From an optimization exercise on the open Yosys and OpenROAD flow, aimed at small area; shortcuts taken in it are not production practice. RTL that was checked went through simulation tests only; none was proved equivalent to the original. For run 4, only the layout was checked, not whether the RTL still works. No run shown here takes its clock network from TritonCTS; it comes from the design's own scripts or RTL. The flow treats the clock pin as an ideal source. Dropping or thinning the clock tree relies on that and would not hold on a real chip. Power figures rest on the tool's default switching activity, not on a simulated workload.

[flow/run.sh]
#!/bin/bash
# Standard ORFS layout with: combinational cells downsized after synthesis
# (the flow's repair sizes up what timing needs), synthesis buffers removed,
# minimum-size port buffers, and a single clock buffer in place of the CTS
# H-tree. Logs: standard.log here and ORFS's per-step logs under orfs/logs.
set -uo pipefail
F=$(pwd)/flow
bash standard.sh \
  "PRE_FLOORPLAN_TCL=$F/pre_floorplan.tcl" \
  REMOVE_ABC_BUFFERS=1 \
  "BUFFER_PORTS_ARGS=-buffer_cell sky130_fd_sc_hd__buf_1" \
  "PRE_CTS_TCL=$F/pre_cts.tcl" \
  CLK_LEAF_BUF=${CLK_LEAF_BUF:-sky130_fd_sc_hd__clkbuf_8} CLK_NCLUSTERS=${CLK_NCLUSTERS:-4} \
  finish > standard.log 2>&1
[flow/pre_cts.tcl]
# Clock distribution: the flip-flops are split into CLK_NCLUSTERS groups of equal
# size by position (balanced k-means); the clock port drives one clock buffer per group,
# placed at the group's centre, which drives the group's clock pins. This
# replaces TritonCTS's H-tree, which for this small design builds nine
# buffers and dummy loads.
set db [ord::get_db]
set block [ord::get_db_block]
set clknet [$block findNet clk]
set master [$db findMaster $::env(CLK_LEAF_BUF)]
set K $::env(CLK_NCLUSTERS)
set sinks {}
foreach it [$clknet getITerms] {
  set b [[$it getInst] getBBox]
  lappend sinks [list $it [expr {([$b xMin] + [$b xMax]) / 2.0}] [expr {([$b yMin] + [$b yMax]) / 2.0}]]
}
set ns [llength $sinks]
# k-means, seeded with sinks spread along x then y
set sorted [lsort -real -index 1 $sinks]
set cx {}; set cy {}
for {set k 0} {$k < $K} {incr k} {
  set s [lindex $sorted [expr {int(($k + 0.5) * $ns / $K)}]]
  lappend cx [lindex $s 1]; lappend cy [lindex $s 2]
}
# balanced k-means: each group holds at most ceil(ns/K) sinks
set cap [expr {($ns + $K - 1) / $K}]
for {set iter 0} {$iter < 30} {incr iter} {
  set pairs {}
  set i 0
  foreach s $sinks {
    for {set k 0} {$k < $K} {incr k} {
      lappend pairs [list [expr {abs([lindex $s 1] - [lindex $cx $k]) + abs([lindex $s 2] - [lindex $cy $k])}] $i $k]
    }
    incr i
  }
  set assign [lrepeat $ns -1]
  set cnt [lrepeat $K 0]
  foreach p [lsort -real -index 0 $pairs] {
    lassign $p d i k
    if {[lindex $assign $i] >= 0 || [lindex $cnt $k] >= $cap} { continue }
    lset assign $i $k
    lset cnt $k [expr {[lindex $cnt $k] + 1}]
  }
  set sumx [lrepeat $K 0.0]; set sumy [lrepeat $K 0.0]
  foreach s $sinks a $assign {
    lset sumx $a [expr {[lindex $sumx $a] + [lindex $s 1]}]
    lset sumy $a [expr {[lindex $sumy $a] + [lindex $s 2]}]
  }
  for {set k 0} {$k < $K} {incr k} {
    if {[lindex $cnt $k] > 0} {
      lset cx $k [expr {[lindex $sumx $k] / [lindex $cnt $k]}]
      lset cy $k [expr {[lindex $sumy $k] / [lindex $cnt $k]}]
    }
  }
}
for {set k 0} {$k < $K} {incr k} {
  if {[lindex $cnt $k] == 0} { continue }
  set inst [odb::dbInst_create $block $master clkbuf_leaf_$k]
  set net [odb::dbNet_create $block clknet_leaf_$k]
  $net setSigType CLOCK
  set i 0
  foreach s $sinks a $assign {
    if {$a == $k} { set it [lindex $s 0]; $it disconnect; $it connect $net }
  }
  [$inst findITerm A] connect $clknet
  [$inst findITerm X] connect $net
  $inst setLocation [expr {int([lindex $cx $k])}] [expr {int([lindex $cy $k])}]
  $inst setPlacementStatus PLACED
  puts "pre_cts: clock buffer $k ($::env(CLK_LEAF_BUF)) drives [lindex $cnt $k] sinks"
}
set_propagated_clock [all_clocks]
# TritonCTS is not run.
rename clock_tree_synthesis {}
proc clock_tree_synthesis {args} { puts "clock_tree_synthesis skipped" }
[flow/pre_floorplan.tcl]
# Downsize every combinational cell that synthesis upsized to the smallest
# cell of the same family (same function and pins), and remove the buffers
# synthesis inserted. Timing is repaired afterwards by the standard flow,
# which sizes cells up again where a path needs it.
set db [ord::get_db]
set block [ord::get_db_block]
set n 0
foreach inst [$block getInsts] {
  set m [$inst getMaster]
  set name [$m getName]
  if {![regexp {^(sky130_fd_sc_hd__[a-z0-9]+)_([0-9]+)$} $name -> base drive]} { continue }
  # keep sequential cells as synthesis gave them
  if {[regexp {__(df|edf|sdf|dl|sedf|sdl)} $name]} { continue }
  if {[regexp {__(conb|tap|fill|decap|diode)} $name]} { continue }
  foreach d {0 1} {
    if {$d >= $drive} { break }
    set cand [$db findMaster ${base}_$d]
    if {$cand ne "NULL" && $cand ne ""} {
      if {[catch {replace_cell [$inst getName] ${base}_$d}] == 0} { incr n }
      break
    }
  }
}
puts "pre_floorplan: downsized $n cells"
[standard.sh]
#!/bin/bash
# synth_recipe.tcl (not shown) runs the flow's synth.tcl, then flattens the netlist and writes it again
# the make line also repeats each setting of config.mk as NAME=value (left out here)
make -C /OpenROAD-flow-scripts/flow DESIGN_CONFIG=/design/flow/config.mk WORK_HOME=/design/flow/orfs CLKGATE_MAP_FILE= SYNTH_SCRIPT=/design/flow/synth_recipe.tcl "${@:-finish}"
[config.mk]
export PLATFORM = sky130hd
export DESIGN_NAME = top2
export DESIGN_NICKNAME = top2
export VERILOG_FILES = /design/flow/design.v
export SDC_FILE = /design/flow/constraint.sdc
export NUM_CORES = 4
export LEC_CHECK = 0
export CAP_MARGIN = 20
export CORE_MARGIN = 2
export CORE_UTILIZATION = 65
export SLEW_MARGIN = 20
[constraint.sdc]
create_clock -name core_clock -period 10.0 [get_ports {clk}]
set_input_delay 2.0000 -clock core_clock [delete_from_list [all_inputs] [get_ports {clk}]]
set_output_delay 2.0000 -clock core_clock [all_outputs]
set_load 0.01 [all_outputs]
[design.v]
module hc_sr042 #(
    parameter [21:0] S0   = 22'h337507,
    parameter [21:0] S1   = 22'h26ea0e,
    parameter [21:0] S601 = 22'h2431c5,
    parameter [21:0] STM2 = 22'h1cdd41
) (
    input            clk,
    input            rst_n,
    input            echo2,
    output reg       trig2,
    output reg       last,       
    output reg [8:0] dis
);
    reg [21:0] s;
    reg [23:0] acc;
    always @(posedge clk or negedge rst_n)
        if (!rst_n) s <= S0;
        else        s <= {s[20:0], s[21] ^ s[20] ^ last};
    always @(posedge clk or negedge rst_n)
        if (!rst_n) begin
            last  <= 1'b0;
            trig2 <= 1'b0;
        end else begin
            last  <= (s == STM2);
            trig2 <= (s == S1) | (trig2 & (s != S601));
        end
    wire [24:0] cy;
    wire [23:0] sum;
    assign sum[0] = acc[0] ^ echo2;
    assign cy[1]  = acc[0] & echo2;
    assign sum[1] = acc[1] ^ echo2 ^ cy[1];
    assign cy[2]  = (acc[1] & echo2) | (cy[1] & (acc[1] ^ echo2));
    assign sum[2] = acc[2] ^ cy[2];
    assign cy[3]  = acc[2] & cy[2];
    assign sum[3] = acc[3] ^ echo2 ^ cy[3];
    assign cy[4]  = (acc[3] & echo2) | (cy[3] & (acc[3] ^ echo2));
    genvar i;
    generate for (i = 4; i < 24; i = i + 1) begin : inc
        assign sum[i]  = acc[i] ^ cy[i];
        assign cy[i+1] = acc[i] & cy[i];
    end endgenerate
    always @(posedge clk or negedge rst_n)
        if (!rst_n)              acc <= 24'd0;
        else if (!echo2 && last) acc <= 24'd0;
        else                     acc <= sum;
    wire [8:0] d    = acc[23:15];
    wire       ge   = d[8] & d[7] & (d[6] | d[5] | d[4]);    
    wire [8:0] fold = ge ? {2'b00, d[6:4] - 3'd1, d[3:0]} : d;
    always @(posedge clk or negedge rst_n)
        if (!rst_n)           dis <= 9'd0;
        else if (s == STM2)   dis <= fold;
endmodule
module bcd2(
    input  clk,
    input  rst_n,
    output phase_end
);
    reg [4:0] p;
    assign phase_end = (p == 5'b10110);
    always @(posedge clk or negedge rst_n)
        if (!rst_n) p <= 5'b01101;
        else        p <= {p[3:0], p[4] ^ p[2] ^ phase_end};
endmodule
module smg2(
    input            clk,
    input            rst_n,
    input      [8:0] dis,
    input            load,
    output reg [8:0] disp,
    output reg       led0
);
    always @(posedge clk or negedge rst_n)
        if (!rst_n)    disp <= 9'd0;
        else if (load) disp <= dis;
    always @(posedge clk or negedge rst_n)
        if (!rst_n) led0 <= 1'b0;
        else        led0 <= (disp <= 9'd40);
endmodule
module top2(
    input        clk,
    input        rst_n,
    input        echo2,
    output       trig2,
    output       led0,
    output [9:0] hz
);
    wire       last, phase_end;
    wire [8:0] dis;
    wire [8:0] disp;
    reg        wait1, wait2;
    hc_sr042 HC_SR04_inst(
        .clk(clk), .rst_n(rst_n), .echo2(echo2),
        .trig2(trig2), .last(last), .dis(dis));
    bcd2 bin_bcd_inst(
        .clk(clk), .rst_n(rst_n), .phase_end(phase_end));
    always @(posedge clk or negedge rst_n)
        if (!rst_n) begin
            wait1 <= 1'b0;
            wait2 <= 1'b0;
        end else begin
            if (last)           wait1 <= 1'b1;
            else if (phase_end) wait1 <= 1'b0;
            if (phase_end)      wait2 <= wait1;
        end
    smg2 x7seg_msg_inst(
        .clk(clk), .rst_n(rst_n), .dis(dis), .load(phase_end & wait2),
        .disp(disp), .led0(led0));
    assign hz = {1'b0, disp};
endmodule
==> results of run 1 <==
-- registers in the layout, summed over array words and instances (netlist names) --
| register | flops |
|---|---|
| HC_SR04_inst.acc | 24 |
| HC_SR04_inst.s | 22 |
| HC_SR04_inst.dis | 9 |
| x7seg_msg_inst.disp | 9 |
| bin_bcd_inst.p | 5 |
| HC_SR04_inst.last | 1 |
| HC_SR04_inst.trig2 | 1 |
| wait1 | 1 |
| wait2 | 1 |
| x7seg_msg_inst.led0 | 1 |
-- where the power goes --
| part | internal, mW | leakage, nW | switching, mW |
|---|---|---|---|
| Clock | 0.0372 | 0.0288 | 0.0683 |
| Sequential | 0.320 | 0.954 | 0.00803 |
| Combinational | 0.0216 | 0.547 | 0.0217 |
-- worst min-delay path by stage --
stage                          to  slack [ps]  depth (start not counted)
6_report       HC_SR04_inst.s[17]         380                          0
5_1_grt        HC_SR04_inst.s[17]         380                          0
4_1_cts        HC_SR04_inst.s[17]         380                          0
3_5_place_dp   HC_SR04_inst.s[17]         360                          0
3_3_place_gp    bin_bcd_inst.p[2]         350                          0
2_1_floorplan   bin_bcd_inst.p[2]         350                          0
-- worst max-delay path, stage by stage --
cell and delay (ps):
buf_1 140, ha_1 230, fa_1 360, ha_1 200, fa_1 360, ha_1 190, ha_1 180, ha_1 180
ha_1 180, ha_1 180, ha_1 180, ha_1 180, ha_1 180, ha_1 180, ha_1 180, ha_1 180
ha_1 180, ha_1 170, ha_1 170, ha_1 180, ha_1 180, ha_1 180, ha_1 180, ha_1 180
xor2_1 150, and2_0 150
-- cells in the final DEF, fill, tap and decap left out, types with 2 or more instances in the layout --
| cell | instances |
|---|---|
| and2_0 | 24 |
| buf_1 | 12 |
| clkbuf_8 | 4 |
| dfrtp_1 | 59 |
| dfstp_2 | 15 |
| fa_1 | 2 |
| ha_1 | 24 |
| inv_1 | 7 |
| mux2_1 | 17 |
| mux2i_1 | 2 |
| nand2_1 | 8 |
| nand2b_1 | 2 |
| nand3_1 | 3 |
| nand4_1 | 2 |
| nand4b_1 | 2 |
| nor4b_1 | 3 |
| o21ai_0 | 5 |
-- layout make-up --
type	count	area [um2]
sequential	74	1870
fill	312	1270
multi-input combinational	112	977
tap	52	65.1
timing repair buffer	14	57.6
buffer	4	55.1
inverter	7	26.3
-- metal layers --
metal  global-route usage (%)  routed length, um  up-vias
met1                     24.3               1890      710
met4                     1.68                 32        0
met2                     26.4               1680       22
met3                    0.997                107        3
li1                         -                  -      700
met5                        0                  0        -
-- through the flow --
stage	utilization, %	setup WS, ps
after floorplan	-	3230
after global placement	69.3	2900
after detailed placement	69.3	2790
after CTS	70.6	2980
after global routing	70.6	2790
final	70.6	3040
==> impl_metrics.csv, run 1 <==
group,metric,value,unit
power,total_power,477,uW
clock_tree,insertion_delay,160,ps
route,vias,1435,
die,core,4320,um2
global_route,gr-usage-all-layers,15.8,%
setup_path,r2r-start,"HC_SR04_inst.acc[0]",
die,ios,15,
setup_path,cp-start-kind,"input pin",
route,ant_nets,0,
setup_path,worstReg2RegEnd,"HC_SR04_inst.acc[23]",
die,die_area,4990,um2
cells_and_area,insertedDiodeCount,0,
route,dr.pass1.iters,4,
synthesis,ys_warn_count,4,
global_route,grt_pass1_wl,6.53,mm
placement,place.gp.congestion,0.763,
power,ir_drop,0.000121,V
sta,max_freq,144,MHz
route,via_per_inst,5.46,
route,wl_per_cell,14.1,um
die,die_h,70.7,um
sta,setup-tns-final,0,ps
setup_path,critPathCapture,"HC_SR04_inst.acc[23]",
sta,maxSlewViolCount,0,
sta,setup_viol,0,
setup_path,reg2reg_slack,4680,ps
sta,hold_slack,376,ps
die,row_count,24,
sta,rsz0062_at_grt,"no",
power,p_per_area,156,nW/um2
global_route,grt_pass1_vias,1448,
placement,dp.cells,259,
clock_tree,cts_resized,0,
setup_path,worstSetupPathType,"in2reg",
sta,final-hold-violation-count,0,
clock_tree,hold_buffers,0,
cells_and_area,final_area,3050,um2
global_route,grt_remaining_overflow,0,
route,drc,0,
die,die_w,70.7,um
setup_path,r2r_cells,25,
synthesis,netlist_instances,197,
setup_path,crit_path_start,"echo2",
setup_path,path_max_fanout,4,
hold_path,worst_hold_startpoint,"HC_SR04_inst.s[16]",
cells_and_area,layout-drive-gt1-share,9.95,%
clock_tree,path_clk_slew,100,ps
power,power.leakage,1.53,nW
route,totalWireLength,3.70,mm
run,drv_cap,0,
setup_path,arrival,7020,ps
die,initial_core_util,66.8,%
sta,slew_headroom,41.7,%
placement,portBuffers,13,
sta,fin_crit_sh,69.6,%
run_status,status,"complete, no violations",
hold_path,hold_path_class,"reg2reg",
placement,hpwlAfterDp,2.60,mm
setup_path,worstPathRequired,10060,ps
sta,tightest_slew,874,ps
setup_path,worstSetupEndpointType,"flip-flop",
clock_tree,post_cts_buffers,0,
sta,final.setup_skew,4.58,ps
sta,timing.final.crit_period,6960,ps
global_route,antenna_found_initial,0,
route,dr.first_iter.drc_count,33,
global_route,grt_max_degree,75,
cells_and_area,finalNonFillerCells,263,
cells_and_area,final_net_count,242,
placement,dpl-instance-area,3000,um2
==> run 2: changes to the inputs <==
--- a/config.mk
+++ b/config.mk
@@ -9,3 +9,3 @@
 export CORE_MARGIN = 2
-export CORE_UTILIZATION = 65
+export CORE_UTILIZATION = 40
 export SLEW_MARGIN = 20
==> run 2 against run 1 <==
  * Register-to-register slack improved by 20 ps
  * Via count decreased by 1.3%
  * Wire length increased by 2.7%
  * Clock skew increased by 11 ps
  * Cell count increased by 17%
  * First-iteration DRC count decreased by 3.0%
  * Cell area increased by 1.8%
  * Total power about the same
  * Die area increased by 59%
  * Sequential share of layout area decreased by 1.1 points
  * Critical path depth unchanged
  * Largest cell class unchanged
==> impl_metrics.csv, run 2 <==
group,metric,value,unit
setup_path,worstSetupPathType,"in2reg",
clock_tree,path_clk_slew,110,ps
setup_path,worstSetupEndpointType,"flip-flop",
route,totalWireLength,3.80,mm
sta,max_freq,144,MHz
cells_and_area,nFillCells,641,
global_route,antenna_found_initial,0,
sta,maxSlewViolCount,0,
run_status,status,"complete, no violations",
setup_path,crit_top_cell,"ha_1",
sta,final-hold-violation-count,0,
placement,portBuffers,13,
clock_tree,hold_buffers,0,
power,ir_drop,0.000120,V
cells_and_area,layout_commonest_cell,"dfrtp_1",
cells_and_area,finalNonFillerCells,307,
global_route,grt_remaining_overflow,0,
route,ant_nets,0,
clock_tree,post_cts_buffers,0,
die,die_w,89.0,um
cells_and_area,layout-drive-gt1-share,9.95,%
sta,slew_headroom,41.2,%
die,row_count,30,
global_route,grt_max_degree,75,
cells_and_area,final_net_count,242,
die,die_h,89.0,um
route,vias,1416,
cells_and_area,largest-register,"HC_SR04_inst.acc",
placement,hpwlAfterDp,2.54,mm
route,drc,0,
sta,tightest_slew,882,ps
power,total_power,478,uW
power,power.leakage,1.53,nW
clock_tree,insertion_delay,170,ps
die,initial_core_util,41.8,%
setup_path,crit_family,"adder cells",
global_route,gr-usage-all-layers,10.1,%
cells_and_area,top_regs,"HC_SR04_inst.acc (24), HC_SR04_inst.s (22)",
placement,dp.cells,303,
setup_path,worstPathRequired,10070,ps
route,via_per_inst,4.61,
sta,timing.final.crit_period,6960,ps
sta,setup_viol,0,
synthesis,netlist_instances,197,
sta,final.setup_skew,15.5,ps
placement,dp_slack,2780,ps
power,p_per_area,154,nW/um2
cells_and_area,largest_reg_flops,24,
route,wl_per_cell,12.4,um
hold_path,hold_path_class,"reg2reg",
global_route,grt_pass1_wl,6.56,mm
synthesis,ys_warn_count,4,
sta,worst_slack,3040,ps
cells_and_area,final_core_util,45.0,%
placement,place.gp.congestion,0.744,
sta,setup-tns-final,0,ps
setup_path,critPathMaxStageDelay,370,ps
die,core,6910,um2
setup_path,cp_num_buf_inv,1,
setup_path,arrival,7030,ps
sta,fin_crit_sh,69.6,%
clock_tree,cts_resized,0,
sta,rsz0062_at_grt,"no",
route,dr.pass1.iters,4,
run,drv_cap,0,
die,ios,15,
global_route,grt_pass1_vias,1360,
cells_and_area,mostFrequentLayoutCells,"59 x dfrtp_1, 24 x and2_0, 24 x ha_1",
route,dr.first_iter.drc_count,32,
die,die_area,7920,um2
setup_path,cp-start-kind,"input pin",
cells_and_area,insertedDiodeCount,0,
setup_path,critical-path-slowest-cell,"fa_1",
setup_path,path_max_fanout,4,
-- run 2: final cells by class --
type                       instances  area [um2]  area share, %
sequential                        74        1870           60.2
inverter                           7        26.3          0.846
multi-input combinational        112         977           31.5
timing repair buffer              14        57.6           1.85
buffer                             4        55.1           1.77
tap                               96         120           3.87
-- run 2: stage by stage --
stage,hold WS (ps),area (um2)
after floorplan,346,2870
after global placement,348,3050
after detailed placement,355,3050
after CTS,378,3110
after global routing,382,3110
final,378,3110
-- run 2: routing by layer --
metal / global-route usage (%) / routed length [um] / vias to the layer above / share of wire, %
met1: 15.7 / 2000 / 685 / 53
met3: 1.57 / 187 / 4 / 4.9
met5: 0 / 0 / - / 0
met4: 0.814 / 33 / 0 / 0.87
met2: 15.7 / 1580 / 28 / 42
li1: - / - / 699 / -
-- run 2: worst paths after layout --
path,to,slack [ps],from,depth (start not counted)
max,HC_SR04_inst.acc[23],3040,echo2,26
min,HC_SR04_inst.s[2],380,HC_SR04_inst.s[1],0
max reg2reg,HC_SR04_inst.acc[23],4700,HC_SR04_inst.acc[0],25
min reg2reg,HC_SR04_inst.s[2],380,HC_SR04_inst.s[1],0
max in group asynchronous,HC_SR04_inst.dis[1],7410,rst_n,2
min in group asynchronous,HC_SR04_inst.acc[23],2040,rst_n,2
-- run 2: where the power goes --
part	switching (mW)	internal, mW
registers	0.00730	0.320
logic	0.0210	0.0215
clock network	0.0703	0.0373
total	0.0986	0.379
==> run 3: changes to the inputs <==
--- a/flow/run.sh
+++ b/flow/run.sh
@@ -3,3 +3,3 @@
 # (the flow's repair sizes up what timing needs), synthesis buffers removed,
-# minimum-size port buffers, and a single clock buffer in place of the CTS
+# minimum-size port buffers, and a few clock buffers (flow/pre_cts.tcl) in place of the CTS
 # H-tree. Logs: standard.log here and ORFS's per-step logs under orfs/logs.
--- a/config.mk
+++ b/config.mk
@@ -9,3 +9,3 @@
 export CORE_MARGIN = 2
-export CORE_UTILIZATION = 40
+export CORE_UTILIZATION = 65
 export SLEW_MARGIN = 20
==> run 3 against run 2 <==
  * Sequential power about the same
  * Combinational power up 2%
  * Die area down 37%
  * Global-route usage up 5.6 points
  * Cell count down 14%
  * Total power about the same
  * Utilization up 26 points
  * Still clean
  * Sequential cell count unchanged
  * Register-to-register slack worse by 20 ps
==> impl_metrics.csv, run 3 <==
group,metric,value,unit
run_status,status,"complete, no violations",
global_route,antenna_found_initial,0,
route,via_per_inst,5.46,
setup_path,critPathMaxStageDelay,360,ps
die,die_area,4990,um2
power,ir_drop,0.000121,V
power,p_per_area,156,nW/um2
hold_path,hold_path_class,"reg2reg",
route,dr.pass1.iters,4,
sta,tightest_slew,874,ps
cells_and_area,top_regs,"HC_SR04_inst.acc (24), HC_SR04_inst.s (22)",
run,drv_cap,0,
hold_path,min_path_cells,0,
sta,hold_slack,376,ps
setup_path,crit_top_cell,"ha_1",
cells_and_area,nFillCells,312,
clock_tree,post_cts_buffers,0,
global_route,grt_pass1_vias,1448,
global_route,grt_remaining_overflow,0,
cells_and_area,largest-register,"HC_SR04_inst.acc",
die,core,4320,um2
clock_tree,path_clk_slew,100,ps
route,ant_nets,0,
cells_and_area,final_core_util,70.6,%
sta,max_freq,144,MHz
hold_path,worst_hold_startpoint,"HC_SR04_inst.s[16]",
cells_and_area,mostFrequentLayoutCells,"59 x dfrtp_1, 24 x and2_0, 24 x ha_1",
setup_path,crit_family,"adder cells",
sta,maxSlewViolCount,0,
route,vias,1435,
cells_and_area,insertedDiodeCount,0,
clock_tree,cts_resized,0,
placement,hpwlAfterDp,2.60,mm
placement,dpl-instance-area,3000,um2
route,wl_per_cell,14.1,um
setup_path,r2r-start,"HC_SR04_inst.acc[0]",
sta,setup_viol,0,
sta,slew_headroom,41.7,%
setup_path,worstSetupEndpointType,"flip-flop",
power,total_power,477,uW
clock_tree,insertion_delay,160,ps
setup_path,worstSetupPathType,"in2reg",
global_route,grt_pass1_wl,6.53,mm
global_route,grtUsageMet3,0.997,%
hold_path,holdPathEnd,"HC_SR04_inst.s[17]",
power,power.leakage,1.53,nW
setup_path,worstReg2RegEnd,"HC_SR04_inst.acc[23]",
sta,timing.final.crit_period,6960,ps
setup_path,cp-start-kind,"input pin",
placement,place.gp.congestion,0.763,
setup_path,critical-path-slowest-cell,"fa_1",
route,totalWireLength,3.70,mm
global_route,busiest_layer,"met2",
setup_path,reg2reg_slack,4680,ps
setup_path,cp_num_buf_inv,1,
cells_and_area,largest_reg_flops,24,
die,row_count,24,
die,die_w,70.7,um
global_route,grtUsageMet2,26.4,%
global_route,use_met1,24.3,%
sta,final.setup_skew,4.58,ps
sta,setup-tns-final,0,ps
cells_and_area,layout-drive-gt1-share,9.95,%
cells_and_area,final_net_count,242,
sta,final-hold-violation-count,0,
die,die_h,70.7,um
setup_path,arrival,7020,ps
die,initial_core_util,66.8,%
global_route,gr-usage-all-layers,15.8,%
cells_and_area,final_area,3050,um2
setup_path,worstPathRequired,10060,ps
synthesis,ys_warn_count,4,
clock_tree,hold_buffers,0,
global_route,grt_max_degree,75,
setup_path,r2r_cells,25,
sta,rsz0062_at_grt,"no",
die,ios,15,
setup_path,path_max_fanout,4,
route,drc,0,
sta,fin_crit_sh,69.6,%
placement,portBuffers,13,
route,dr.first_iter.drc_count,33,
cells_and_area,layout_commonest_cell,"dfrtp_1",
synthesis,netlist_instances,197,
[run 3: cell counts in the layout (fill, tap and decap cells not counted)]
Identical to the previous run, type by type.
[run 3: metrics by stage]
step           instances  worst slack [ps]
2_1_floorplan        193              3230
4_1_cts              263              2980
3_3_place_gp         259              2900
6_report             263              3040
3_5_place_dp         259              2790
5_1_grt              263              2790
[run 3: power breakdown]
| part | switching (mW) | leakage [nW] | internal, mW | total, mW |
|---|---|---|---|---|
| registers | 0.00803 | 0.954 | 0.320 | 0.328 |
| logic | 0.0217 | 0.547 | 0.0216 | 0.0434 |
| clock network | 0.0683 | 0.0288 | 0.0372 | 0.105 |
| total | 0.0980 | 1.53 | 0.379 | 0.477 |
[run 3: final cells by class]
| cell class | count | area, um2 | area share, % |
|---|---|---|---|
| flip-flops and latches | 74 | 1870 | 61.3 |
| inverters | 7 | 26.3 | 0.861 |
| well taps | 52 | 65.1 | 2.13 |
| repair buffers | 14 | 57.6 | 1.89 |
| multi-input cells | 112 | 977 | 32.0 |
| plain buffers | 4 | 55.1 | 1.80 |
[run 3: worst register-to-register path, stage by stage, from the launching register on]
cell	delay, ps
dfrtp_1	380
ha_1	190
fa_1	360
ha_1	200
fa_1	360
ha_1	190
ha_1	180
ha_1	180
ha_1	190
ha_1	180
ha_1	180
ha_1	180
ha_1	180
ha_1	180
ha_1	180
ha_1	180
ha_1	180
ha_1	170
ha_1	170
ha_1	180
ha_1	180
ha_1	180
ha_1	180
ha_1	180
xor2_1	150
and2_0	150
[run 3: how the worst max path moves through the flow]
stage / start / endpoint / slack [ps] / depth (start not counted)
after CTS: echo2 / HC_SR04_inst.acc[23] / 2980 / 26
after floorplan: echo2 / HC_SR04_inst.acc[23] / 3230 / 25
after global routing: echo2 / HC_SR04_inst.acc[23] / 2790 / 26
after global placement: echo2 / HC_SR04_inst.acc[23] / 2900 / 26
final: echo2 / HC_SR04_inst.acc[23] / 3040 / 26
after detailed placement: echo2 / HC_SR04_inst.acc[23] / 2790 / 26
[run 3: layer usage]
| metal | wire, um | part of all wire (%) | up-vias |
|---|---|---|---|
| met3 | 107 | 2.9 | 3 |
| met4 | 32 | 0.86 | 0 |
| met5 | 0 | 0 | - |
| met2 | 1680 | 45 | 22 |
| met1 | 1890 | 51 | 710 |
| li1 | - | - | 700 |
==> run 4: changes to the inputs <==
--- a/design.v
+++ b/design.v
@@ -48,5 +48,4 @@
     wire [8:0] fold = ge ? {2'b00, d[6:4] - 3'd1, d[3:0]} : d;
-    always @(posedge clk or negedge rst_n)
-        if (!rst_n)           dis <= 9'd0;
-        else if (s == STM2)   dis <= fold;
+    always @(posedge clk)
+        if (s == STM2) dis <= fold;
 endmodule
==> run 4 against run 3 <==
  * Still clean
  * Clock skew up 14 ps
  * Sequential power up 2%
  * Die area down 1.2%
  * Sequential cell count unchanged
  * First-iteration DRC count up 120%
  * Largest cell class unchanged
==> impl_metrics.csv, run 4 <==
group,metric,value,unit
sta,fin_crit_sh,70.7,%
global_route,gr-usage-all-layers,17.9,%
cells_and_area,nFillCells,285,
power,p_per_area,160,nW/um2
setup_path,cp-start-kind,"input pin",
clock_tree,hold_buffers,0,
global_route,grt_pass1_wl,7.29,mm
clock_tree,post_cts_buffers,0,
route,wl_per_cell,15.6,um
setup_path,worstSetupPathType,"in2reg",
placement,dp_slack,2710,ps
route,totalWireLength,3.98,mm
global_route,grt_max_degree,66,
cells_and_area,largest_reg_flops,24,
route,dr.pass1.iters,4,
cells_and_area,register_area,1920,um2
cells_and_area,insertedDiodeCount,0,
setup_path,worstSetupEndpointType,"flip-flop",
global_route,grt_remaining_overflow,0,
power,p_clk_share,22.4,%
route,vias,1459,
global_route,grt_pass1_vias,1544,
placement,portBuffers,13,
cells_and_area,mostFrequentLayoutCells,"50 x dfrtp_1, 25 x and2_0, 24 x ha_1",
die,initial_core_util,66.5,%
sta,maxSlewViolCount,0,
sta,setup_viol,0,
synthesis,ys_warn_count,4,
sta,slew_headroom,48.3,%
global_route,antenna_found_initial,0,
sta,max_freq,141,MHz
synthesis,netlist_instances,190,
route,via_per_inst,5.70,
run_status,status,"complete, no violations",
die,row_count,24,
cells_and_area,layout_commonest_cell,"dfrtp_1",
cells_and_area,layout-drive-gt1-share,10.8,%
run,drv_cap,0,
cells_and_area,top_regs,"HC_SR04_inst.acc (24), HC_SR04_inst.s (22)",
sta,final-hold-violation-count,0,
sta,timing.final.crit_period,7070,ps
placement,place.gp.congestion,0.789,
sta,worst_slack,2930,ps
sta,setup-tns-final,0,ps
clock_tree,insertion_delay,170,ps
die,die_h,70.3,um
hold_path,hold_path_class,"reg2reg",
clock_tree,cts_resized,0,
setup_path,worstPathRequired,10050,ps
power,ir_drop,0.000111,V
die,ios,15,
power,p_int,384,uW
power,switchingPower,100,uW
route,drc,0,
cells_and_area,multiInputGateArea,905,um2
sta,final.setup_skew,18.2,ps
power,power.leakage,1.42,nW
sta,tightest_slew,776,ps
die,die_w,70.3,um
route,ant_nets,0,
sta,rsz0062_at_grt,"no",
cells_and_area,final_net_count,235,
setup_path,path_max_fanout,4,
power,combPwrFrac,8.9,%
route,dr.first_iter.drc_count,72,
placement,hpwlAfterDp,2.78,mm
cells_and_area,largest-register,"HC_SR04_inst.acc",
die,die_area,4940,um2
clock_tree,path_clk_slew,100,ps
setup_path,arrival,7120,ps
power,seq_power_share,68.7,%
power,sw_frac_of_total,20.7,%
die,core,4290,um2
run 4: layout make-up:
class / instances / share of cell area (%)
buffer: 4 / 1.82
inverter: 4 / 0.497
multi-input combinational: 107 / 30.0
sequential: 74 / 63.4
tap: 52 / 2.15
timing repair buffer: 15 / 2.15
run 4: layer usage:
| layer | GRT usage [%] | up-vias | wire length [um] |
|---|---|---|---|
| li1 | - | 683 | - |
| met1 | 26.0 | 732 | 1910 |
| met2 | 29.7 | 35 | 1840 |
| met3 | 1.44 | 9 | 143 |
| met4 | 4.70 | 0 | 90 |
| met5 | 0 | - | 0 |
run 4: power groups by stage:
stage / sequential, mW / combinational [mW] / clock, mW
after floorplan: 0.337 / 0.0310 / 0
after global placement: 0.337 / 0.0411 / 0
after detailed placement: 0.339 / 0.0439 / 0
after CTS: 0.333 / 0.0452 / 0.112
after global routing: 0.335 / 0.0604 / 0.120
final: 0.333 / 0.0430 / 0.108
run 4: path summary, 6_finish.rpt:
check,start,slack [ps],end,cells past startpoint
max in group asynchronous,rst_n,7500,HC_SR04_inst.acc[2],2
max,echo2,2930,HC_SR04_inst.acc[23],26
min reg2reg,HC_SR04_inst.s[0],380,HC_SR04_inst.s[1],0
min in group asynchronous,rst_n,1950,x7seg_msg_inst.disp[7],2
min,HC_SR04_inst.s[0],380,HC_SR04_inst.s[1],0
max reg2reg,HC_SR04_inst.acc[0],4580,HC_SR04_inst.acc[23],25
run 4: through the flow:
stage          hold slack [ps]  total power, mW  cell area (um2)  cells  util, %
6_report                   381            0.484             3020    256     70.3
5_1_grt                    384            0.515             3020    256     70.3
4_1_cts                    380            0.490             3020    256     70.3
3_5_place_dp               365            0.383             2970    252     69.1
3_3_place_gp               364            0.379             2970    252     69.1
2_1_floorplan              354            0.368             2840    185        -
run 4: worst max-delay path, cell delays in order:
cell	delay [ps]
buf_1	140
ha_1	230
fa_1	370
ha_1	200
fa_1	360
ha_1	190
ha_1	180
ha_1	180
ha_1	180
ha_1	180
ha_1	180
ha_1	190
ha_1	190
ha_1	180
ha_1	180
ha_1	180
ha_1	180
ha_1	190
ha_1	180
ha_1	200
ha_1	190
ha_1	180
ha_1	180
ha_1	190
xor2_1	150
and2_0	150
==> run 5: changes to the inputs <==
--- a/design.v
+++ b/design.v
@@ -13,15 +13,15 @@
 );
-    reg [21:0] s;
-    reg [23:0] acc;
+    localparam [21:0] INV = 22'h155555;
+    reg  [21:0] y;
+    wire [21:0] s = y ^ INV;
+    reg  [23:0] acc;
+    always @(posedge clk)
+        if (!rst_n) y <= S0 ^ INV;
+        else        y <= {s[20:0], s[21] ^ s[20] ^ last} ^ INV;
+    always @(posedge clk)
+        if (!rst_n) last <= 1'b0;
+        else        last <= (s == STM2);
     always @(posedge clk or negedge rst_n)
-        if (!rst_n) s <= S0;
-        else        s <= {s[20:0], s[21] ^ s[20] ^ last};
-    always @(posedge clk or negedge rst_n)
-        if (!rst_n) begin
-            last  <= 1'b0;
-            trig2 <= 1'b0;
-        end else begin
-            last  <= (s == STM2);
-            trig2 <= (s == S1) | (trig2 & (s != S601));
-        end
+        if (!rst_n) trig2 <= 1'b0;
+        else        trig2 <= (s == S1) | (trig2 & (s != S601));
     wire [24:0] cy;
@@ -41,6 +41,5 @@
     end endgenerate
-    always @(posedge clk or negedge rst_n)
-        if (!rst_n)              acc <= 24'd0;
-        else if (!echo2 && last) acc <= 24'd0;
-        else                     acc <= sum;
+    always @(posedge clk)
+        if (!rst_n || (!echo2 && last)) acc <= 24'd0;
+        else                            acc <= sum;
     wire [8:0] d    = acc[23:15];
@@ -56,7 +55,9 @@
 );
-    reg [4:0] p;
+    localparam [4:0] INV = 5'b10101;
+    reg  [4:0] q;
+    wire [4:0] p = q ^ INV;
     assign phase_end = (p == 5'b10110);
-    always @(posedge clk or negedge rst_n)
-        if (!rst_n) p <= 5'b01101;
-        else        p <= {p[3:0], p[4] ^ p[2] ^ phase_end};
+    always @(posedge clk)
+        if (!rst_n) q <= 5'b01101 ^ INV;
+        else        q <= {p[3:0], p[4] ^ p[2] ^ phase_end} ^ INV;
 endmodule
@@ -94,3 +95,3 @@
         .clk(clk), .rst_n(rst_n), .phase_end(phase_end));
-    always @(posedge clk or negedge rst_n)
+    always @(posedge clk)
         if (!rst_n) begin
==> run 5 against run 4 <==
  * Maximum frequency grew 1.8%
  * Worst hold slack gained 12 ps
  * Worst setup slack improved by 130 ps
  * Sequential cell count is the same
  * Sequential power is 5% lower
  * Register-to-register slack improved by 210 ps
  * Cell area down 5.4%
  * Clock power barely moved
==> impl_metrics.csv, run 5 <==
group,metric,value,unit
global_route,grt_max_degree,43,
setup_path,arrival,7020,ps
sta,rsz0062_at_grt,"no",
global_route,grt_pass1_vias,1433,
sta,slew_headroom,42.4,%
setup_path,critical-path-slowest-cell,"fa_1",
cells_and_area,mostFrequentLayoutCells,"54 x dfxtp_1, 28 x and2_0, 24 x ha_1",
placement,hpwlAfterDp,2.78,mm
sta,timing.final.crit_period,6940,ps
cells_and_area,largest-register,"HC_SR04_inst.acc",
cells_and_area,insertedDiodeCount,0,
run_status,status,"complete, no violations",
placement,place.gp.congestion,0.712,
cells_and_area,layout-drive-gt1-share,3.02,%
cells_and_area,final_core_util,71.4,%
global_route,antenna_found_initial,0,
cells_and_area,top_regs,"HC_SR04_inst.acc (24), HC_SR04_inst.y (22)",
die,core,4000,um2
sta,final.setup_skew,13.7,ps
die,die_w,68.4,um
hold_path,hold_path_class,"reg2reg",
setup_path,path_max_fanout,4,
route,wl_per_cell,13.0,um
cells_and_area,finalNonFillerCells,282,
die,ios,15,
die,die_area,4680,um2
setup_path,worstPathRequired,10080,ps
global_route,gr-usage-all-layers,17.5,%
placement,portBuffers,13,
global_route,grt_pass1_wl,6.44,mm
sta,setup-tns-final,0,ps
setup_path,cp-start-kind,"input pin",
die,row_count,23,
placement,dp.cells,278,
route,drc,0,
clock_tree,hold_buffers,0,
cells_and_area,multiInputGateArea,1020,um2
setup_path,worstSetupEndpointType,"flip-flop",
sta,final-hold-violation-count,0,
setup_path,crit_top_cell,"ha_1",
clock_tree,insertion_delay,170,ps
setup_path,critPathMaxStageDelay,360,ps
sta,maxSlewViolCount,0,
placement,dp_slack,2800,ps
route,dr.pass1.iters,4,
route,vias,1472,
cells_and_area,register_area,1630,um2
clock_tree,post_cts_buffers,0,
sta,worst_slack,3060,ps
route,via_per_inst,5.22,
cells_and_area,largest_reg_flops,24,
route,totalWireLength,3.67,mm
sta,max_freq,144,MHz
cells_and_area,final_net_count,263,
cells_and_area,nFillCells,293,
route,ant_nets,0,
sta,setup_viol,0,
sta,tightest_slew,853,ps
synthesis,netlist_instances,219,
run,drv_cap,0,
global_route,grt_remaining_overflow,0,
clock_tree,cts_resized,0,
power,power.leakage,1.26,nW
setup_path,worstSetupPathType,"in2reg",
power,ir_drop,0.0000854,V
power,p_per_area,154,nW/um2
die,initial_core_util,67.4,%
placement,dpl-instance-area,2800,um2
die,die_h,68.4,um
cells_and_area,layout_commonest_cell,"dfxtp_1",
synthesis,ys_warn_count,4,
route,dr.first_iter.drc_count,62,
sta,fin_crit_sh,69.4,%
clock_tree,path_clk_slew,120,ps
cells_and_area,final_area,2860,um2
==> run 5: critical path: cells and delay by family <==
family | cells | cell delay (ps)
buffers and inverters | 1 | 150
and+or+nand+nor | 1 | 140
adders and majority gates | 23 | 4590
xor gates and xnor gates | 1 | 140
==> run 5: area by class of cell <==
| class | instances | share of cell area (%) |
|---|---|---|
| plain buffers | 4 | 1.93 |
| inverters | 7 | 0.919 |
| multi-input cells | 132 | 35.8 |
| flip-flops and latches | 74 | 56.9 |
| well taps | 50 | 2.19 |
| repair buffers | 15 | 2.23 |
==> run 5: metal layers <==
layer | routed length [um] | share of wire (%) | global-route usage [%]
met5 | 0 | 0 | 0
met4 | 33 | 0.90 | 1.50
met3 | 116 | 3.2 | 1.81
met2 | 1720 | 47 | 30.3
met1 | 1810 | 49 | 24.7
==> run 5: report_power, final <==
group / leakage (nW) / switching, mW / internal, mW
clock: 0.0288 / 0.0703 / 0.0373
sequential: 0.654 / 0.00654 / 0.310
combinational: 0.581 / 0.00864 / 0.00773
total: 1.26 / 0.0855 / 0.355
==> run 5: worst paths after layout <==
kind / from / to / depth (start not counted) / slack (ps)
worst max-delay path: echo2 / HC_SR04_inst.acc[23] / 26 / 3060
worst min-delay path: HC_SR04_inst.y[16] / HC_SR04_inst.y[17] / 1 / 390
worst max register to register: HC_SR04_inst.acc[0] / HC_SR04_inst.acc[23] / 25 / 4790
worst min register to register: HC_SR04_inst.y[16] / HC_SR04_inst.y[17] / 1 / 390
max in group asynchronous: rst_n / HC_SR04_inst.trig2 / 2 / 7910
min in group asynchronous: rst_n / x7seg_msg_inst.disp[3] / 2 / 1810
==> run 5: per-stage QoR <==
| stage | total power, mW | hold WS [ps] |
|---|---|---|
| after global routing | 0.460 | 412 |
| after detailed placement | 0.340 | 369 |
| after global placement | 0.338 | 363 |
| after CTS | 0.444 | 393 |
| final | 0.441 | 392 |
| after floorplan | 0.333 | 358 |
==> run 6: changes to the inputs <==
==> flow/run.sh (replaced) <==
#!/bin/bash
# Standard ORFS layout (the standard.sh) with these changes:
# - synthesis maps logic with an area-oriented ABC script (flow/synth_area.tcl,
#   flow/area.abc); registers are the standard synthesis's;
# - combinational cells are downsized after synthesis and synthesis buffers
#   removed (flow/pre_floorplan.tcl); the flow's repair sizes up what timing
#   needs;
# - port buffers are minimum-size buffers;
# - the clock tree is a few clock buffers, each driving an equal share of
#   the flip-flops (flow/pre_cts.tcl), in place of TritonCTS's H-tree.
# Logs: standard.log here, and ORFS's per-step logs under orfs/logs.
set -uo pipefail
W=$(pwd)
F=$W/flow
bash standard.sh \
  "SYNTH_SCRIPT=$F/synth_area.tcl" \
  "FLOW_SYNTH_TCL=$W/synth_recipe.tcl" \
  "AREA_ABC_SCRIPT=$F/area.abc" \
  "PRE_FLOORPLAN_TCL=$F/pre_floorplan.tcl" \
  REMOVE_ABC_BUFFERS=1 \
  "BUFFER_PORTS_ARGS=-buffer_cell sky130_fd_sc_hd__buf_1" \
  "PRE_CTS_TCL=$F/pre_cts.tcl" \
  CLK_LEAF_BUF=${CLK_LEAF_BUF:-sky130_fd_sc_hd__clkbuf_16} CLK_NCLUSTERS=${CLK_NCLUSTERS:-2} \
  finish > standard.log 2>&1
==> flow/area.abc (new file) <==
strash
dch
amap
topo
==> flow/synth_area.tcl (new file) <==
# The standard flow's synthesis (synth_recipe.tcl, sourced below unchanged), with ABC's
# technology mapping run with an area-oriented script (AREA_ABC_SCRIPT) in
# place of ORFS's delay-oriented one, which with its 10 ps delay target
# upsizes most cells. Everything before ABC (and so every register, its
# name and its cell) is the standard synthesis; ABC maps only the logic
# between registers.
proc abc {args} {
  set i [lsearch -exact $args -script]
  if {$i >= 0} { lset args [expr {$i + 1}] $::env(AREA_ABC_SCRIPT) }
  set j [lsearch -exact $args -D]
  if {$j >= 0} { set args [lreplace $args $j [expr {$j + 1}]] }
  yosys abc {*}$args
}
source $::env(FLOW_SYNTH_TCL)
==> run 6 against run 5 <==
  * Still clean
  * Sequential power barely moved
  * Sequential cell count unchanged
  * Combinational power rose by 11%
  * Maximum frequency grew 1.1%
  * Critical path depth decreased by 1
  * First-iteration DRC count up 150%
  * Utilization down 0.29 points
  * Wire length shrank 0.82%
  * Critical path type unchanged
  * Largest cell class unchanged
  * Largest power group unchanged
==> impl_metrics.csv, run 6 <==
group,metric,value,unit
synthesis,ys_warn_count,4,
placement,dp_slack,2880,ps
cells_and_area,nFillCells,296,
hold_path,worst_hold_startpoint,"HC_SR04_inst.y[16]",
sta,max_freq,146,MHz
die,die_w,67.6,um
synthesis,synth.avg_cell_area,11.5,um2
cells_and_area,insertedDiodeCount,0,
cells_and_area,mostFrequentLayoutCells,"54 x dfxtp_1, 26 x nor2_1, 25 x nor2b_1",
route,via_per_inst,5.30,
cells_and_area,syn_to_final_growth,6.56,%
power,total_power,442,uW
setup_path,r2r_cells,24,
clock_tree,cts_resized,0,
hold_path,hold_path_class,"reg2reg",
clock_tree,path_clk_slew,130,ps
clock_tree,hold_buffers,0,
placement,dpl-instance-area,2760,um2
synthesis,synth_top_family_by_area,"simple AND/OR/NAND/NOR gates",
synthesis,async_reset_ff_share,14.9,%
power,combPwrFrac,4.1,%
sta,timing.final.crit_period,6860,ps
power,seq_power_share,71.5,%
global_route,gr-usage-all-layers,17.6,%
die,die_area,4580,um2
synthesis,yosys.area.top_type,"dfxtp_1",
die,ios,15,
cells_and_area,final_area,2810,um2
setup_path,cp-start-kind,"input pin",
setup_path,worstPathRequired,10090,ps
cells_and_area,final_core_util,71.2,%
die,row_count,23,
route,vias,1559,
setup_path,reg2reg_slack,4830,ps
power,power.leakage,1.20,nW
global_route,grt_max_degree,38,
sta,fin_crit_sh,68.6,%
run_status,status,"complete, no violations",
placement,place.gp.congestion,0.798,
cells_and_area,final_net_count,275,
setup_path,worstSetupEndpointType,"flip-flop",
power,sw_frac_of_total,19.6,%
synthesis,synthDominantCellAreaShare,41.0,%
sta,slew_headroom,57.5,%
synthesis,synth_edf_count,9,
power,switchingPower,86.7,uW
cells_and_area,layout-drive-gt1-share,1.64,%
synthesis,yosysMostFrequentCell,"dfxtp_1",
synthesis,synth_area,2630,um2
setup_path,worstSetupPathType,"in2reg",
power,p_int,355,uW
power,p_clk_share,24.3,%
route,wl_per_cell,12.4,um
global_route,grt_remaining_overflow,0,
die,initial_core_util,66.8,%
sta,hold_slack,402,ps
power,ir_drop,0.000121,V
synthesis,ys_types,30,
clock_tree,post_cts_buffers,0,
run,drv_cap,0,
cells_and_area,top_regs,"HC_SR04_inst.acc (24), HC_SR04_inst.y (22)",
route,dr.first_iter.drc_count,152,
clock_tree,insertion_delay,180,ps
cells_and_area,largest_reg_flops,24,
route,totalWireLength,3.64,mm
sta,final-hold-violation-count,0,
setup_path,crit_top_cell,"ha_1",
hold_path,holdPathEnd,"HC_SR04_inst.y[17]",
sta,rsz0062_at_grt,"no",
setup_path,r2r-start,"HC_SR04_inst.acc[0]",
sta,tightest_slew,629,ps
route,drc,0,
setup_path,critical-path-slowest-cell,"fa_1",
sta,maxSlewViolCount,0,
synthesis,netlist_instances,228,
synthesis,synthXorXnorAreaFrac,0,%
placement,hpwlAfterDp,2.67,mm
die,core,3940,um2
setup_path,worstReg2RegEnd,"HC_SR04_inst.acc[22]",
synthesis,synthSimpleGateAreaFrac,17.0,%
synthesis,synth_mux_area_share,0,%
sta,final.setup_skew,11.7,ps
placement,dp.cells,292,
global_route,grt_pass1_vias,1488,
synthesis,synthAdderAreaFrac,12.9,%
cells_and_area,layout_commonest_cell,"dfxtp_1",
synthesis,synth-seq-cells,74,
route,dr.pass1.iters,4,
global_route,grt_pass1_wl,6.47,mm
power,p_per_area,158,nW/um2
synthesis,yosys.stat.chipArea,2640,um2
global_route,antenna_found_initial,0,
synthesis,synth-main-ff-cell,"dfxtp_1",
sta,setup_viol,0,
synthesis,synthTopCellsByArea,"dfxtp_1 41%, ha_1 11%, dfrtp_1 10%",
route,ant_nets,0,
synthesis,seq_area_frac_synth,61.7,%
cells_and_area,finalNonFillerCells,294,
hold_path,min_path_cells,1,
setup_path,arrival,6950,ps
placement,portBuffers,13,
setup_path,path_max_fanout,4,
synthesis,synth_compound_area_share,5.70,%
setup_path,critPathMaxStageDelay,370,ps
sta,setup-tns-final,0,ps
synthesis,synthTopCellsByCount,"54 x dfxtp_1, 26 x nor2_1, 25 x nor2b_1",
die,die_h,67.6,um
cells_and_area,largest-register,"HC_SR04_inst.acc",
sta,worst_slack,3140,ps
==> run 6: cells by family after synthesis <==
| group | Yosys count |
|---|---|
| flip-flops | 74 |
| adder cells (fa/ha/maj) | 26 |
| other | 1 |
| buffers and inverters | 17 |
| AND/OR/NAND/NOR | 89 |
| AO/OA/AOI/OAI | 21 |
==> run 6: final cells by class <==
type | instances | area (um2) | share of cell area (%)
plain buffers | 2 | 50.0 | 1.78
inverters | 16 | 60.1 | 2.14
multi-input cells | 137 | 942 | 33.6
flip-flops and latches | 74 | 1630 | 58.0
well taps | 50 | 62.6 | 2.23
repair buffers | 15 | 63.8 | 2.27
==> run 6: worst max-delay path by stage <==
stage | from | cells after the start | to | slack, ps
after floorplan | echo2 | 24 | HC_SR04_inst.acc[22] | 3260
after global placement | echo2 | 25 | HC_SR04_inst.acc[22] | 3010
after detailed placement | echo2 | 25 | HC_SR04_inst.acc[22] | 2880
after CTS | echo2 | 25 | HC_SR04_inst.acc[22] | 3100
after global routing | echo2 | 25 | HC_SR04_inst.acc[23] | 2890
final | echo2 | 25 | HC_SR04_inst.acc[22] | 3140
==> run 6: metal layers <==
metal | GRT usage (%) | vias to the layer above | share of wire [%]
li1 | - | 806 | -
met5 | 0 | - | 0
met3 | 1.00 | 3 | 2.3
met2 | 30.8 | 14 | 47
met4 | 2.30 | 0 | 1.0
met1 | 25.0 | 736 | 49
==> run 6: power by group through the flow <==
stage               Sequential, mW  Combinational [mW]  Clock (mW)
detailed placement           0.323              0.0184           0
floorplan                    0.321              0.0123           0
global route                 0.318              0.0217       0.121
CTS                          0.316              0.0187       0.110
finish                       0.316              0.0182       0.108
global placement             0.322              0.0171           0
==> run 6: critical path: cells and delay by family <==
kind                       cells  cell delay [ps]
buffers and inverters          1              150
and+or+nand+nor                1              120
adders and majority gates     23             4690
==> run 7: changes to the inputs <==
--- a/flow/run.sh
+++ b/flow/run.sh
@@ -22,3 +22,3 @@
   "PRE_CTS_TCL=$F/pre_cts.tcl" \
-  CLK_LEAF_BUF=${CLK_LEAF_BUF:-sky130_fd_sc_hd__clkbuf_16} CLK_NCLUSTERS=${CLK_NCLUSTERS:-2} \
+  CLK_LEAF_BUF=${CLK_LEAF_BUF:-sky130_fd_sc_hd__clkbuf_8} CLK_NCLUSTERS=${CLK_NCLUSTERS:-4} \
   finish > standard.log 2>&1
--- a/config.mk
+++ b/config.mk
@@ -7,5 +7,5 @@
 export LEC_CHECK = 0
-export CAP_MARGIN = 20
+export CAP_MARGIN = 0
 export CORE_MARGIN = 2
 export CORE_UTILIZATION = 65
-export SLEW_MARGIN = 20
+export SLEW_MARGIN = 0
==> run 7 against run 6 <==
  * Area after synthesis unchanged
  * First-iteration DRC count fell by 26%
  * Clock power about the same
  * Sequential cell count did not move
  * Cell count is 0.68% higher
  * Clock skew increased by 0.82 ps
  * Global-route usage decreased by 0.14 points
  * Via count is 0.64% higher
  * Largest cell class unchanged
  * Register-to-register slack hardly changed
  * Still clean
  * Utilization is 0.13 points higher
==> impl_metrics.csv, run 7 <==
group,metric,value,unit
route,dr.pass1.iters,4,
global_route,antenna_found_initial,0,
sta,worst_slack,3100,ps
power,power.leakage,1.20,nW
die,core,3940,um2
synthesis,yosys.area.top_type,"dfxtp_1",
placement,hpwlAfterDp,2.67,mm
clock_tree,post_cts_buffers,0,
sta,setup_viol,0,
sta,hold_slack,398,ps
synthesis,ys_types,30,
route,vias,1569,
synthesis,synthTopCellsByArea,"dfxtp_1 41%, ha_1 11%, dfrtp_1 10%",
sta,tightest_slew,636,ps
global_route,grt_pass1_vias,1490,
cells_and_area,top_regs,"HC_SR04_inst.acc (24), HC_SR04_inst.y (22)",
setup_path,path_max_fanout,4,
cells_and_area,final_net_count,277,
global_route,grt_pass1_wl,6.40,mm
synthesis,synth-seq-cells,74,
route,ant_nets,0,
cells_and_area,nFillCells,300,
setup_path,worstSetupEndpointType,"flip-flop",
power,p_per_area,157,nW/um2
synthesis,netlist_instances,228,
clock_tree,cts_resized,0,
hold_path,worst_hold_startpoint,"HC_SR04_inst.y[16]",
synthesis,synthTopCellsByCount,"54 x dfxtp_1, 26 x nor2_1, 25 x nor2b_1",
global_route,grt_remaining_overflow,0,
hold_path,min_path_cells,1,
route,dr.first_iter.drc_count,112,
route,wl_per_cell,12.3,um
synthesis,synth_edf_count,9,
synthesis,synth.avg_cell_area,11.5,um2
sta,rsz0062_at_grt,"no",
sta,timing.final.crit_period,6900,ps
setup_path,r2r-start,"HC_SR04_inst.acc[0]",
cells_and_area,largest_reg_flops,24,
global_route,gr-usage-all-layers,17.5,%
cells_and_area,syn_to_final_growth,6.75,%
run,drv_cap,0,
setup_path,r2r_cells,24,
synthesis,seq_area_frac_synth,61.7,%
placement,dpl-instance-area,2760,um2
sta,maxSlewViolCount,0,
clock_tree,insertion_delay,170,ps
setup_path,worstReg2RegEnd,"HC_SR04_inst.acc[22]",
placement,portBuffers,13,
synthesis,ys_warn_count,4,
die,row_count,23,
synthesis,synthDominantCellAreaShare,41.0,%
cells_and_area,insertedDiodeCount,0,
synthesis,yosysMostFrequentCell,"dfxtp_1",
die,ios,15,
placement,place.gp.congestion,0.798,
sta,fin_crit_sh,69.0,%
clock_tree,path_clk_slew,110,ps
setup_path,worstPathRequired,10050,ps
route,drc,0,
synthesis,synth_area,2630,um2
sta,final-hold-violation-count,0,
sta,max_freq,145,MHz
cells_and_area,layout_commonest_cell,"dfxtp_1",
die,initial_core_util,66.8,%
sta,setup-tns-final,0,ps
die,die_area,4580,um2
synthesis,async_reset_ff_share,14.9,%
setup_path,reg2reg_slack,4820,ps
die,die_h,67.6,um
setup_path,cp-start-kind,"input pin",
setup_path,worstSetupPathType,"in2reg",
route,via_per_inst,5.30,
global_route,grt_max_degree,25,
synthesis,synth-main-ff-cell,"dfxtp_1",
run_status,status,"complete, no violations",
cells_and_area,layout-drive-gt1-share,2.44,%
route,totalWireLength,3.64,mm
synthesis,yosys.stat.chipArea,2640,um2
cells_and_area,mostFrequentLayoutCells,"54 x dfxtp_1, 26 x nor2_1, 25 x nor2b_1",
clock_tree,hold_buffers,0,
setup_path,arrival,6950,ps
placement,dp_slack,2880,ps
sta,slew_headroom,57.1,%
hold_path,holdPathEnd,"HC_SR04_inst.y[17]",
sta,final.setup_skew,12.6,ps
cells_and_area,final_area,2810,um2
power,ir_drop,0.000119,V
cells_and_area,largest-register,"HC_SR04_inst.acc",
die,die_w,67.6,um
hold_path,hold_path_class,"reg2reg",
-- run 7: how the worst max path moves through the flow --
stage	start	end	slack, ps
finish	echo2	HC_SR04_inst.acc[22]	3100
global placement	echo2	HC_SR04_inst.acc[22]	3010
CTS	echo2	HC_SR04_inst.acc[22]	3060
floorplan	echo2	HC_SR04_inst.acc[22]	3260
global route	echo2	HC_SR04_inst.acc[23]	2850
detailed placement	echo2	HC_SR04_inst.acc[22]	2880
-- run 7: cell type report --
class	count	area [um2]	share of cell area (%)
Buffer	4	55.1	1.96
Multi-Input combinational cell	137	942	33.5
Sequential cell	74	1630	57.9
Tap cell	50	62.6	2.23
Inverter	16	60.1	2.14
Timing Repair Buffer	15	63.8	2.27
-- run 7: critical path, cell delays in order --
cell	delay [ps]
buf_1	150
ha_1	240
fa_1	370
ha_1	200
fa_1	370
ha_1	190
ha_1	180
ha_1	180
ha_1	180
ha_1	180
ha_1	180
ha_1	180
ha_1	180
ha_1	180
ha_1	180
ha_1	180
ha_1	180
ha_1	180
ha_1	180
ha_1	180
ha_1	180
ha_1	180
ha_1	180
ha_1	260
nor2b_1	120
-- run 7: cell families (layout without fill, tap and decap cells) --
kind of cell,after synthesis,after routing,share of synthesized area (%)
compound gates,21,21,5.70
fa+ha+maj,26,26,12.9
buf+inv,17,35,2.56
flops,74,74,61.7
other cells,1,1,0.142
simple gates,89,89,17.0
-- run 7: report_power, final --
group          internal (mW)  switching, mW
registers              0.310        0.00622
logic                0.00763         0.0105
clock network         0.0373         0.0698
total                  0.355         0.0866
-- run 7: metrics by stage --
| stage | utilization (%) | std cells | power, mW |
|---|---|---|---|
| 2_1_floorplan | - | 227 | 0.333 |
| 3_3_place_gp | 69.9 | 292 | 0.339 |
| 3_5_place_dp | 69.9 | 292 | 0.341 |
| 4_1_cts | 71.3 | 296 | 0.445 |
| 5_1_grt | 71.3 | 296 | 0.459 |
| 6_report | 71.3 | 296 | 0.441 |
-- run 7: per-layer routing --
layer	vias up	routed length, um	GRT usage, %
met2	20	1720	30.8
met3	6	127	1.33
met4	0	69	3.32
met1	734	1730	23.9
li1	809	-	-
met5	-	0	0
==> run 8: changes to the inputs <==
--- a/config.mk
+++ b/config.mk
@@ -7,5 +7,6 @@
 export LEC_CHECK = 0
-export CAP_MARGIN = 0
+export CAP_MARGIN = 20
 export CORE_MARGIN = 2
 export CORE_UTILIZATION = 65
-export SLEW_MARGIN = 0
+export GPL_TIMING_DRIVEN = 0
+export SLEW_MARGIN = 20
==> run 8 against run 7 <==
  * Still clean on timing, DRC and antenna
  * Cell area hardly changed
  * Worst setup slack got worse by 54 ps
  * Worst hold slack got worse by 1.5 ps
  * Via count rose by 1.0%
  * Critical path depth unchanged
  * Synthesized cell count unchanged
  * Combinational power about the same
  * Clock power about the same
  * Critical path type unchanged
  * Highest routed layer unchanged
==> impl_metrics.csv, run 8 <==
group,metric,value,unit
power,switchingPower,87.6,uW
global_route,gr-usage-all-layers,18.2,%
route,via_per_inst,5.37,
cells_and_area,largest-register,"HC_SR04_inst.acc",
setup_path,cp_num_buf_inv,1,
cells_and_area,nFillCells,292,
setup_path,crit_family,"adder cells",
synthesis,netlist_instances,228,
setup_path,cp.depth,25,
cells_and_area,layout-drive-gt1-share,2.86,%
synthesis,yosysMostFrequentCell,"dfxtp_1",
global_route,grt_max_degree,23,
sta,timing.final.crit_period,6950,ps
global_route,grt_remaining_overflow,0,
power,combPwrFrac,4.1,%
global_route,antenna_found_initial,0,
synthesis,ys_warn_count,4,
setup_path,crit_top_cell,"ha_1",
synthesis,ys_types,30,
cells_and_area,syn_to_final_growth,6.80,%
route,dr.first_iter.drc_count,99,
sta,setup-tns-final,0,ps
power,power.leakage,1.21,nW
synthesis,synth_edf_count,9,
die,die_area,4580,um2
synthesis,synthTopCellsByCount,"54 x dfxtp_1, 26 x nor2_1, 25 x nor2b_1",
sta,rsz0062_at_grt,"no",
synthesis,synth_area,2630,um2
sta,final.setup_skew,8.86,ps
synthesis,synthDominantCellAreaShare,41.0,%
clock_tree,post_cts_buffers,0,
route,vias,1585,
synthesis,async_reset_ff_share,14.9,%
setup_path,critPathMaxStageDelay,370,ps
global_route,grt_pass1_wl,6.59,mm
clock_tree,insertion_delay,160,ps
sta,final-hold-violation-count,0,
cells_and_area,insertedDiodeCount,0,
synthesis,synthTopCellsByArea,"dfxtp_1 41%, ha_1 11%, dfrtp_1 10%",
power,seq_power_share,71.5,%
placement,portBuffers,13,
placement,hpwlAfterDp,2.79,mm
setup_path,crit_path_start,"echo2",
cells_and_area,final_net_count,276,
die,ios,15,
setup_path,r2r-start,"HC_SR04_inst.acc[0]",
setup_path,reg2reg_slack,4800,ps
route,wl_per_cell,12.9,um
hold_path,hold_path_class,"reg2reg",
setup_path,arrival,7010,ps
sta,setup_viol,0,
die,core,3940,um2
sta,max_freq,144,MHz
setup_path,worstSetupPathType,"in2reg",
sta,slew_headroom,57.9,%
cells_and_area,layout_commonest_cell,"dfxtp_1",
setup_path,path_max_fanout,4,
sta,fin_crit_sh,69.5,%
run_status,status,"complete, no violations",
clock_tree,cts_resized,0,
power,sw_frac_of_total,19.8,%
die,row_count,23,
route,dr.pass1.iters,6,
synthesis,synth.avg_cell_area,11.5,um2
cells_and_area,largest_reg_flops,24,
cells_and_area,top_regs,"HC_SR04_inst.acc (24), HC_SR04_inst.y (22)",
synthesis,yosys.area.top_type,"dfxtp_1",
placement,dp.cells,291,
run,drv_cap,0,
synthesis,seq_area_frac_synth,61.7,%
power,p_per_area,157,nW/um2
cells_and_area,finalNonFillerCells,295,
setup_path,cp-start-kind,"input pin",
power,ir_drop,0.000117,V
sta,hold_slack,396,ps
die,die_h,67.6,um
global_route,grt_pass1_vias,1575,
route,drc,0,
power,p_int,355,uW
setup_path,worstSetupEndpointType,"flip-flop",
route,ant_nets,0,
power,p_clk_share,24.5,%
sta,tightest_slew,624,ps
setup_path,critical-path-slowest-cell,"fa_1",
die,initial_core_util,66.8,%
clock_tree,hold_buffers,0,
die,die_w,67.6,um
synthesis,synth-main-ff-cell,"dfxtp_1",
setup_path,critPathCapture,"HC_SR04_inst.acc[22]",
setup_path,worstPathRequired,10060,ps
route,totalWireLength,3.80,mm
cells_and_area,mostFrequentLayoutCells,"54 x dfxtp_1, 26 x nor2_1, 25 x nor2b_1",
synthesis,synth-seq-cells,74,
sta,maxSlewViolCount,0,
placement,place.gp.congestion,0.888,
synthesis,yosys.stat.chipArea,2640,um2
setup_path,r2r_cells,24,
clock_tree,path_clk_slew,110,ps
setup_path,worstReg2RegEnd,"HC_SR04_inst.acc[22]",
==> run 8: cell type report <==
cell class / instances / area (um2) / area share (%)
Buffer: 4 / 55.1 / 1.96
Inverter: 16 / 60.1 / 2.14
Multi-Input combinational cell: 137 / 946 / 33.6
Sequential cell: 74 / 1630 / 57.9
Tap cell: 50 / 62.6 / 2.23
Timing Repair Buffer: 14 / 61.3 / 2.18
==> run 8: how the worst min path moves through the flow <==
stage | cells past startpoint | startpoint | end | slack, ps
after global routing | 1 | HC_SR04_inst.y[5] | HC_SR04_inst.y[6] | 410
after CTS | 1 | HC_SR04_inst.y[5] | HC_SR04_inst.y[6] | 400
final | 1 | HC_SR04_inst.y[5] | HC_SR04_inst.y[6] | 400
after global placement | 1 | bin_bcd_inst.q[3] | bin_bcd_inst.q[4] | 370
after floorplan | 1 | bin_bcd_inst.q[3] | bin_bcd_inst.q[4] | 360
after detailed placement | 1 | HC_SR04_inst.y[5] | HC_SR04_inst.y[6] | 370
==> run 8: cell families after synthesis <==
group	after synthesis	synth area share, %
flops	74	61.7
buf+inv	17	2.56
simple gates	89	17.0
compound gates	21	5.70
fa+ha+maj	26	12.9
other cells	1	0.142
==> run 8: power groups by stage <==
stage | clock network (mW) | logic, mW | registers (mW)
3_3_place_gp | 0 | 0.0164 | 0.322
4_1_cts | 0.111 | 0.0184 | 0.316
5_1_grt | 0.121 | 0.0217 | 0.318
6_report | 0.108 | 0.0179 | 0.316
3_5_place_dp | 0 | 0.0181 | 0.323
2_1_floorplan | 0 | 0.0123 | 0.321
==> run 8: metrics by stage <==
stage	utilization, %	setup WS (ps)	instance area [um2]	power (mW)
after floorplan	-	3260	2630	0.333
after global placement	69.5	2880	2740	0.339
after detailed placement	69.9	2810	2760	0.341
after CTS	71.3	2990	2810	0.446
after global routing	71.3	2790	2810	0.461
final	71.3	3050	2810	0.442
==> run 8: metal layers <==
layer / routed length [um] / up-vias / GRT usage (%)
met5: 0 / - / 0
met1: 1720 / 748 / 23.1
met3: 115 / 5 / 2.00
met4: 40 / 0 / 1.79
met2: 1920 / 22 / 34.3
li1: - / 810 / -
==> run 8: worst register-to-register path: stages, from the launching register on <==
cell and delay, ps:
dfxtp_1 310, ha_1 180, fa_1 360, ha_1 200
fa_1 370, ha_1 200, ha_1 180, ha_1 180
ha_1 180, ha_1 190, ha_1 180, ha_1 180
ha_1 190, ha_1 180, ha_1 180, ha_1 170
ha_1 180, ha_1 180, ha_1 180, ha_1 190
ha_1 190, ha_1 190, ha_1 180, ha_1 260
nor2b_1 130

[afterwards: timing with drivers on the ports]
In the flow no input, the clock included, has a driving cell. The finished layouts below were timed again as built, in two steps.
Step 1, drivers: a clkbuf_16 drives clk and a buf_2 each remaining input, both assumed.
Step 2 also shifts input and output timing later by t, the mid clock arrival at the registers, as if the neighbouring blocks saw the same clock.
a / b / c = ideal / step 1 / step 2; a / b = the first two.
run	t (ns)	setup WS [ns]	latest minus earliest clock arrival (ns)
run 1	0.210	3.039 / 3.073 / 2.863	0.005 / 0.005
run 2	0.217	3.036 / 3.074 / 2.857	0.015 / 0.015
run 3	0.210	3.039 / 3.073 / 2.863	0.005 / 0.005
run 4	0.219	2.933 / 2.967 / 2.748	0.018 / 0.018
run 5	0.215	3.060 / 3.090 / 2.875	0.015 / 0.014
run 6	0.224	3.137 / 3.163 / 2.939	0.014 / 0.014
run 7	0.213	3.102 / 3.135 / 2.921	0.013 / 0.013
run 8	0.211	3.047 / 3.077 / 2.865	0.009 / 0.009
After both steps every run listed still meets setup and hold. The setup slack of run 6, which loses most, moves by +0.026 ns with the drivers and by -0.198 ns with both steps.
